This is an optimization exercise on Yosys and OpenROAD, whose aim is small area and a short achievable clock period, not a production implementation. In this exercise RTL edits were held to simulation tests only and were not proved equivalent to the original. Power and IR drop assume default switching activity.

## v6
==> flow/design.v <==
module DataPath(input clk, input rst,
    output [31:0] imem_addr, input [31:0] imem_rdata,
    output [31:0] dmem_addr, output [31:0] dmem_wdata, output dmem_we, output dmem_re,
    input [31:0] dmem_rdata);
    genvar g, k;
    reg  [31:0] pc;
    reg         flush;            
    reg         nfl;              
    reg  [31:0] ins, pcd;
    reg  [31:0] r1n, r2n;         
    wire [31:0] r1p = ~r1n, r2p = ~r2n;
    reg         wb_e, st_e, ld_e, ext_e;
    reg         sub_e, ar_e, and_e, or_e, slt_e;
    reg  [31:0] rsv_e, rtv_e;
    reg  [15:0] imm_e;
    reg  [4:0]  rt_e;
    reg         fbm_e, fbw_e;
    reg  [1:0]  sam_e, saw_e, sar_e;
    reg  [1:0]  sbm_e, sbw_e, sbr_e, snm_e, snw_e, snr_e, sbi_e;
    reg         wb_m, st_m, ld_m;
    reg  [31:0] res_m, sd_m;
    reg  [4:0]  dst_m;
    reg  [31:0] wd_w;
    reg  [32*32-1:32] rf;
    wire [32*32-1:32] rf_d;       
    wire [5:0]  op = ins[31:26];
    wire [5:0]  fn = ins[5:0];
    wire [4:0]  rs = ins[25:21];
    wire [4:0]  rt = ins[20:16];
    wire op_r   = op == 6'b000000;
    wire op_j   = op == 6'b000010;
    wire op_beq = op == 6'b000100;
    wire op_bne = op == 6'b000101;
    wire op_lw  = op == 6'b100011;
    wire op_sw  = op == 6'b101011;
    wire f_add = fn == 6'b100000;
    wire f_sub = fn == 6'b100010;
    wire f_and = fn == 6'b100100;
    wire f_or  = fn == 6'b100101;
    wire f_slt = fn == 6'b101010;
    wire wb_id = (op_r & (f_add | f_sub | f_and | f_or | f_slt)) | op_lw;
    wire [31:0] df;
    wire [15:0] e1;
    wire [7:0]  e2;
    wire [3:0]  e3;
    wire [1:0]  e4;
    wire        eq;
    generate
        for (k = 0; k < 32; k = k + 1) begin : cmp0
            XOR2 x(r1n[k], r2n[k], df[k]);
        end
        for (k = 0; k < 16; k = k + 1) begin : cmp1
            NOR2 x(df[2*k], df[2*k+1], e1[k]);
        end
        for (k = 0; k < 8; k = k + 1) begin : cmp2
            NAND2 x(e1[2*k], e1[2*k+1], e2[k]);
        end
        for (k = 0; k < 4; k = k + 1) begin : cmp3
            NOR2 x(e2[2*k], e2[2*k+1], e3[k]);
        end
        for (k = 0; k < 2; k = k + 1) begin : cmp4
            NAND2 x(e3[2*k], e3[2*k+1], e4[k]);
        end
    endgenerate
    NOR2 cmp5(e4[0], e4[1], eq);
    wire taken = (op_beq & eq) | (op_bne & ~eq);
    wire [31:0] pc4  = {pc[31:2] + 30'd1, pc[1:0]};
    wire [31:0] btgt = {pcd[31:2] + {14'b0, ins[15:0]}, pcd[1:0]};
    wire [31:0] jtgt = {2'b00, pcd[31:28], ins[25:0]};
    wire [31:0] pc_s = rst ? 32'b0 : flush ? pc : op_j ? jtgt : pc4;
    wire        tk_g = taken & ~flush & ~rst;
    wire [31:0] pc_n = tk_g ? btgt : pc_s;
    wire [4:0] dst_e = ext_e ? rt_e : imm_e[15:11];
    wire       wbz_e = wb_e & (dst_e != 0);
    wire [4:0] rs_f = imem_rdata[25:21];
    wire [4:0] rt_f = imem_rdata[20:16];
    wire [31:1] s1, s2;
    generate for (g = 1; g < 32; g = g + 1) begin : dec
        assign s1[g] = (nfl & (rs_f == g)) | (flush & (rs == g));
        assign s2[g] = (nfl & (rt_f == g)) | (flush & (rt == g));
    end endgenerate
    wire [31:0] r1n_n, r2n_n;     
    generate for (k = 0; k < 32; k = k + 1) begin : rd_bit
        wire [10:0] n1, n2;
        for (g = 0; g < 10; g = g + 1) begin : grp
            AO222N a1(s1[3*g+1], rf_d[32*(3*g+1)+k], s1[3*g+2], rf_d[32*(3*g+2)+k], s1[3*g+3], rf_d[32*(3*g+3)+k], n1[g]);
            AO222N a2(s2[3*g+1], rf_d[32*(3*g+1)+k], s2[3*g+2], rf_d[32*(3*g+2)+k], s2[3*g+3], rf_d[32*(3*g+3)+k], n2[g]);
        end
        NAND2 b1(s1[31], rf_d[32*31+k], n1[10]);
        NAND2 b2(s2[31], rf_d[32*31+k], n2[10]);
        wire [2:0] m1, m2;
        NAND4 c10(n1[0], n1[1], n1[2], n1[3], m1[0]);
        NAND4 c11(n1[4], n1[5], n1[6], n1[7], m1[1]);
        NAND3 c12(n1[8], n1[9], n1[10], m1[2]);
        NOR3  c13(m1[0], m1[1], m1[2], r1n_n[k]);
        NAND4 c20(n2[0], n2[1], n2[2], n2[3], m2[0]);
        NAND4 c21(n2[4], n2[5], n2[6], n2[7], m2[1]);
        NAND3 c22(n2[8], n2[9], n2[10], m2[2]);
        NOR3  c23(m2[0], m2[1], m2[2], r2n_n[k]);
    end endgenerate
    wire [31:0] wd_n = ld_m ? dmem_rdata : res_m;
    wire fam = wbz_e & (dst_e == rs);
    wire fbm = wbz_e & (dst_e == rt);
    wire faw = wb_m & (dst_m == rs);
    wire fbw = wb_m & (dst_m == rt);
    wire ext = op_lw | op_sw;
    wire inv = op_r & (f_sub | f_slt);
    wire [9:0] sel_n = {ext, inv & ~fbm & ~fbw, inv & ~fbm & fbw, inv & fbm,
                        ~ext & ~inv & ~fbm & ~fbw, ~ext & ~inv & ~fbm & fbw, ~ext & ~inv & fbm,
                        ~fam & ~faw, ~fam & faw, fam};
    wire [9:0] sel_c;
    generate for (k = 0; k < 10; k = k + 1) begin : selc
        BUF b(sel_n[k], sel_c[k]);
    end endgenerate
    always @(posedge clk) begin
        pc   <= pc_n;
        flush <= op_lw & ~flush & ~rst & ((rs_f == rt) | (rt_f == rt));
        nfl   <= ~(op_lw & ~flush & ~rst & ((rs_f == rt) | (rt_f == rt)));
        r1n  <= r1n_n;
        r2n  <= r2n_n;
        if (!flush) begin
            ins <= op_j ? 32'b0 : imem_rdata;
            pcd <= pc4;
        end
        if (rst) ins <= 32'b0;
        wb_e  <= wb_id & ~flush & ~rst;
        st_e  <= op_sw & ~flush & ~rst;
        ld_e  <= op_lw & ~flush & ~rst;
        ext_e <= ext;
        sub_e <= op_r & (f_sub | f_slt);
        ar_e  <= ~op_r | f_add | f_sub;
        and_e <= op_r & f_and;
        or_e  <= op_r & f_or;
        slt_e <= op_r & f_slt;
        rsv_e <= r1p;
        rtv_e <= r2p;
        imm_e <= ins[15:0];
        rt_e  <= rt;
        fbm_e <= fbm;
        fbw_e <= fbw;
        sam_e <= {sel_c[0], sel_n[0]};
        saw_e <= {sel_c[1], sel_n[1]};
        sar_e <= {sel_c[2], sel_n[2]};
        sbm_e <= {sel_c[3], sel_n[3]};
        sbw_e <= {sel_c[4], sel_n[4]};
        sbr_e <= {sel_c[5], sel_n[5]};
        snm_e <= {sel_c[6], sel_n[6]};
        snw_e <= {sel_c[7], sel_n[7]};
        snr_e <= {sel_c[8], sel_n[8]};
        sbi_e <= {sel_c[9], sel_n[9]};
    end
    wire [31:0] bf = fbm_e ? res_m : fbw_e ? wd_w : rtv_e;
    wire [31:0] a, b, sum;
    wire        cout;
    generate for (k = 0; k < 32; k = k + 1) begin : opnd
        wire x0, x1, x2, y0, y1, y2;
        NAND2 ua0(sam_e[k/16], res_m[k], x0);
        NAND2 ua1(saw_e[k/16], wd_w[k], x1);
        NAND2 ua2(sar_e[k/16], rsv_e[k], x2);
        NAND3 ua(x0, x1, x2, a[k]);
        AO222N ub0(sbm_e[k/16], res_m[k], sbw_e[k/16], wd_w[k], sbr_e[k/16], rtv_e[k], y0);
        AO222N ub1(snm_e[k/16], ~res_m[k], snw_e[k/16], ~wd_w[k], snr_e[k/16], ~rtv_e[k], y1);
        if (k < 16) begin : im
            NAND2 ub2(sbi_e[k/16], imm_e[k], y2);
            NAND3 ub(y0, y1, y2, b[k]);
        end else begin : nim
            NAND2 ub(y0, y1, b[k]);
        end
    end endgenerate
    ADD32 add(a, b, sub_e, sum, cout);
    wire [31:0] lg  = ({32{and_e}} & (a & b)) | ({32{or_e}} & (a | b)) |
                      {31'b0, slt_e & ~cout};
    wire [31:0] res = ({32{ar_e}} & sum) | lg;
    always @(posedge clk) begin
        wb_m  <= wbz_e & ~rst;
        st_m  <= st_e & ~rst;
        ld_m  <= ld_e & ~rst;
        res_m <= res;
        sd_m  <= bf;
        dst_m <= dst_e;
    end
    assign dmem_addr  = res_m;
    assign dmem_wdata = sd_m;
    assign dmem_we    = st_m;
    assign dmem_re    = ld_m;
    assign imem_addr  = pc;
    always @(posedge clk) begin
        wd_w  <= wd_n;
    end
    generate for (g = 1; g < 32; g = g + 1) begin : wr
        wire we = wb_m & ~rst & (dst_m == g);
        for (k = 0; k < 32; k = k + 1) begin : b
            AO22 h(we, wd_n[k], ~we, rf[32*g+k], rf_d[32*g+k]);
        end
    end endgenerate
    always @(posedge clk) rf <= rf_d;
endmodule
module AO222N(input a0, b0, a1, b1, a2, b2, output y);
    assign y = ~((a0 & b0) | (a1 & b1) | (a2 & b2));
endmodule
module NAND2(input a, b, output y);
    assign y = ~(a & b);
endmodule
module AO22(input a0, b0, a1, b1, output y);
    assign y = (a0 & b0) | (a1 & b1);
endmodule
module NAND3(input a, b, c, output y);
    assign y = ~(a & b & c);
endmodule
module NOR2(input a, b, output y);
    assign y = ~(a | b);
endmodule
module INV(input a, output y);
    assign y = ~a;
endmodule
module XOR2(input a, b, output y);
    assign y = a ^ b;
endmodule
module AOI21(input a1, a2, b, output y);
    assign y = ~((a1 & a2) | b);
endmodule
module OAI21(input a1, a2, b, output y);
    assign y = ~((a1 | a2) & b);
endmodule
module MAJN(input a, b, c, output y);
    assign y = ~((a & b) | (c & (a | b)));
endmodule
module ADD32(input [31:0] a, b, input ci, output [31:0] s, output co);
    genvar i, l;
    wire [31:0] p;
    wire [31:0] g [0:5];
    wire [31:0] t [0:5];
    generate
        for (i = 0; i < 32; i = i + 1) begin : l0
            XOR2 xp(a[i], b[i], p[i]);
            if (i == 0) begin : c0
                MAJN m(a[i], b[i], ci, g[0][i]);
            end else begin : cn
                NAND2 ng(a[i], b[i], g[0][i]);
            end
            NOR2 nt(a[i], b[i], t[0][i]);
        end
        for (l = 1; l <= 5; l = l + 1) begin : lv
            for (i = 0; i < 32; i = i + 1) begin : n
                if (i < (1 << (l-1))) begin : pass
                    INV ig(g[l-1][i], g[l][i]);
                end else if (l % 2 == 1) begin : odd
                    OAI21 og(t[l-1][i], g[l-1][i-(1<<(l-1))], g[l-1][i], g[l][i]);
                    if (i >= (1 << l)) begin : tp
                        NOR2 ot(t[l-1][i], t[l-1][i-(1<<(l-1))], t[l][i]);
                    end
                end else begin : even
                    AOI21 ag(t[l-1][i], g[l-1][i-(1<<(l-1))], g[l-1][i], g[l][i]);
                    if (i >= (1 << l)) begin : tp
                        NAND2 at(t[l-1][i], t[l-1][i-(1<<(l-1))], t[l][i]);
                    end
                end
            end
        end
        XOR2 xs0(p[0], ci, s[0]);
        for (i = 1; i < 32; i = i + 1) begin : sm
            XOR2 xs(p[i], g[5][i-1], s[i]);
        end
    endgenerate
    assign co = g[5][31];
endmodule
module NAND4(input a, b, c, d, output y);
    assign y = ~(a & b & c & d);
endmodule
module NOR3(input a, b, c, output y);
    assign y = ~(a | b | c);
endmodule
module BUF(input a, output y);
    assign y = a;
endmodule
Settings: LEC_CHECK=0, CAP_MARGIN=20, CORE_MARGIN=2, CORE_UTILIZATION=40, CTS_CLUSTER_DIAMETER=60, CTS_CLUSTER_SIZE=25, SETUP_SLACK_MARGIN=4.7, SLEW_MARGIN=20, SYNTH_HIERARCHICAL=1, TNS_END_PERCENT=100; clock period 8.0 ns.
standard.sh (not shown) runs the stock make flow with config.mk's settings and CLKGATE_MAP_FILE= SYNTH_SCRIPT=/design/flow/synth_recipe.tcl, a recipe that flattens the netlist after the stock synthesis.
==> flow/flow/run.sh <==
#!/bin/bash
# The standard layout (standard.sh), with two changes to how cells are chosen:
# - the port buffers are buf_4 cells (the default pick is a delay cell,
#   clkdlybuf4s50_1, which adds about 0.5 ns to every port path);
# - timing repair may resize a cell to any footprint.
# make's full output goes to flow_make.log here; ORFS's per-step logs stay
# under orfs/logs.
set -euo pipefail
export BUFFER_PORTS_ARGS="-buffer_cell sky130_fd_sc_hd__buf_4"
bash standard.sh MATCH_CELL_FOOTPRINT=0 finish > flow_make.log 2>&1
## Diff of input files: v7 against v6
diff --git a/flow/design.v b/flow/design.v
--- a/flow/design.v
+++ b/flow/design.v
@@ -11,19 +11,18 @@
     wire [31:0] r1p = ~r1n, r2p = ~r2n;
     reg         wb_e, st_e, ld_e, ext_e;
     reg         sub_e, ar_e, and_e, or_e, slt_e;
     reg  [31:0] rsv_e, rtv_e;
     reg  [15:0] imm_e;
     reg  [4:0]  rt_e;
-    reg         fbm_e, fbw_e;
-    reg  [1:0]  sam_e, saw_e, sar_e;
-    reg  [1:0]  sbm_e, sbw_e, sbr_e, snm_e, snw_e, snr_e, sbi_e;
+    reg         fbm_e;
+    reg  [1:0]  sam_e, sar_e;
+    reg  [1:0]  sbm_e, sbr_e, snm_e, snr_e, sbi_e;
     reg         wb_m, st_m, ld_m;
     reg  [31:0] res_m, sd_m;
     reg  [4:0]  dst_m;
-    reg  [31:0] wd_w;
     reg  [32*32-1:32] rf;
     wire [32*32-1:32] rf_d;       
     wire [5:0]  op = ins[31:26];
     wire [5:0]  fn = ins[5:0];
     wire [4:0]  rs = ins[25:21];
     wire [4:0]  rt = ins[20:16];
@@ -102,17 +101,16 @@
     wire fam = wbz_e & (dst_e == rs);
     wire fbm = wbz_e & (dst_e == rt);
     wire faw = wb_m & (dst_m == rs);
     wire fbw = wb_m & (dst_m == rt);
     wire ext = op_lw | op_sw;
     wire inv = op_r & (f_sub | f_slt);
-    wire [9:0] sel_n = {ext, inv & ~fbm & ~fbw, inv & ~fbm & fbw, inv & fbm,
-                        ~ext & ~inv & ~fbm & ~fbw, ~ext & ~inv & ~fbm & fbw, ~ext & ~inv & fbm,
-                        ~fam & ~faw, ~fam & faw, fam};
-    wire [9:0] sel_c;
-    generate for (k = 0; k < 10; k = k + 1) begin : selc
+    wire [6:0] sel_n = {ext, inv & ~fbm, inv & fbm, ~ext & ~inv & ~fbm, ~ext & ~inv & fbm,
+                        ~fam, fam};
+    wire [6:0] sel_c;
+    generate for (k = 0; k < 7; k = k + 1) begin : selc
         BUF b(sel_n[k], sel_c[k]);
     end endgenerate
     always @(posedge clk) begin
         pc   <= pc_n;
         flush <= op_lw & ~flush & ~rst & ((rs_f == rt) | (rt_f == rt));
         nfl   <= ~(op_lw & ~flush & ~rst & ((rs_f == rt) | (rt_f == rt)));
@@ -129,40 +127,35 @@
         ext_e <= ext;
         sub_e <= op_r & (f_sub | f_slt);
         ar_e  <= ~op_r | f_add | f_sub;
         and_e <= op_r & f_and;
         or_e  <= op_r & f_or;
         slt_e <= op_r & f_slt;
-        rsv_e <= r1p;
-        rtv_e <= r2p;
+        rsv_e <= faw ? wd_n : r1p;
+        rtv_e <= fbw ? wd_n : r2p;
         imm_e <= ins[15:0];
         rt_e  <= rt;
         fbm_e <= fbm;
-        fbw_e <= fbw;
         sam_e <= {sel_c[0], sel_n[0]};
-        saw_e <= {sel_c[1], sel_n[1]};
-        sar_e <= {sel_c[2], sel_n[2]};
-        sbm_e <= {sel_c[3], sel_n[3]};
-        sbw_e <= {sel_c[4], sel_n[4]};
-        sbr_e <= {sel_c[5], sel_n[5]};
-        snm_e <= {sel_c[6], sel_n[6]};
-        snw_e <= {sel_c[7], sel_n[7]};
-        snr_e <= {sel_c[8], sel_n[8]};
-        sbi_e <= {sel_c[9], sel_n[9]};
+        sar_e <= {sel_c[1], sel_n[1]};
+        sbm_e <= {sel_c[2], sel_n[2]};
+        sbr_e <= {sel_c[3], sel_n[3]};
+        snm_e <= {sel_c[4], sel_n[4]};
+        snr_e <= {sel_c[5], sel_n[5]};
+        sbi_e <= {sel_c[6], sel_n[6]};
     end
-    wire [31:0] bf = fbm_e ? res_m : fbw_e ? wd_w : rtv_e;
+    wire [31:0] bf = fbm_e ? res_m : rtv_e;
     wire [31:0] a, b, sum;
     wire        cout;
     generate for (k = 0; k < 32; k = k + 1) begin : opnd
-        wire x0, x1, x2, y0, y1, y2;
+        wire x0, x2, y0, y1, y2;
         NAND2 ua0(sam_e[k/16], res_m[k], x0);
-        NAND2 ua1(saw_e[k/16], wd_w[k], x1);
         NAND2 ua2(sar_e[k/16], rsv_e[k], x2);
-        NAND3 ua(x0, x1, x2, a[k]);
-        AO222N ub0(sbm_e[k/16], res_m[k], sbw_e[k/16], wd_w[k], sbr_e[k/16], rtv_e[k], y0);
-        AO222N ub1(snm_e[k/16], ~res_m[k], snw_e[k/16], ~wd_w[k], snr_e[k/16], ~rtv_e[k], y1);
+        NAND2 ua(x0, x2, a[k]);
+        AO22N ub0(sbm_e[k/16], res_m[k], sbr_e[k/16], rtv_e[k], y0);
+        AO22N ub1(snm_e[k/16], ~res_m[k], snr_e[k/16], ~rtv_e[k], y1);
         if (k < 16) begin : im
             NAND2 ub2(sbi_e[k/16], imm_e[k], y2);
             NAND3 ub(y0, y1, y2, b[k]);
         end else begin : nim
             NAND2 ub(y0, y1, b[k]);
         end
@@ -182,13 +175,12 @@
     assign dmem_addr  = res_m;
     assign dmem_wdata = sd_m;
     assign dmem_we    = st_m;
     assign dmem_re    = ld_m;
     assign imem_addr  = pc;
     always @(posedge clk) begin
-        wd_w  <= wd_n;
     end
     generate for (g = 1; g < 32; g = g + 1) begin : wr
         wire we = wb_m & ~rst & (dst_m == g);
         for (k = 0; k < 32; k = k + 1) begin : b
             AO22 h(we, wd_n[k], ~we, rf[32*g+k], rf_d[32*g+k]);
         end
@@ -270,6 +262,9 @@
 module NOR3(input a, b, c, output y);
     assign y = ~(a | b | c);
 endmodule
 module BUF(input a, output y);
     assign y = a;
 endmodule
+module AO22N(input a0, b0, a1, b1, output y);
+    assign y = ~((a0 & b0) | (a1 & b1));
+endmodule
Notes after the runs:
- Across both runs, detailed placer's ending HPWL was lower for v7 than for v6.
- The estimated power of v7 ends up lower than the estimate for v6.
- Final standard cell utilization of the core across v6 and v7: no real change.
- [compare] base=v6 new=v7: clock distribution area overhead in the final layout roughly the same, design area lower, post-cts hold buffer count roughly the same.
- v7 vs. v6: worst setup slack before clock tree synthesis went up by 280 ps.
- As of v7, wire length per cell after detailed routing had fallen by a few percent compared to v6.
- Antenna diode count ends up higher on v6.

[separate check: timing with driven ports]
The flow's constraints put no driver on any port. The routed layouts listed below were extracted and timed again, unchanged, in two steps.
Step 1, drivers: a clkbuf_16 drives clk and a buf_2 each remaining input, both assumed.
Step 2 moves the port delays by t, midway between the first and last clock arrival at a register: inputs arrive t later, outputs are due t later. That takes back most of the time a late clock gives input paths.
Slacks: no drivers / after step 1 / after step 2; pairs: no drivers / after step 1.
run	t (ns)	setup slack, ns	latest minus earliest clock arrival (ns)
v6	0.866	4.341 / 4.296 / 3.430	0.042 / 0.042
v7	0.837	4.031 / 4.037 / 3.200	0.045 / 0.045
After both steps every run listed still meets setup and hold. The setup slack of v6, which loses most, moves by -0.045 ns with the drivers and by -0.911 ns with both steps.
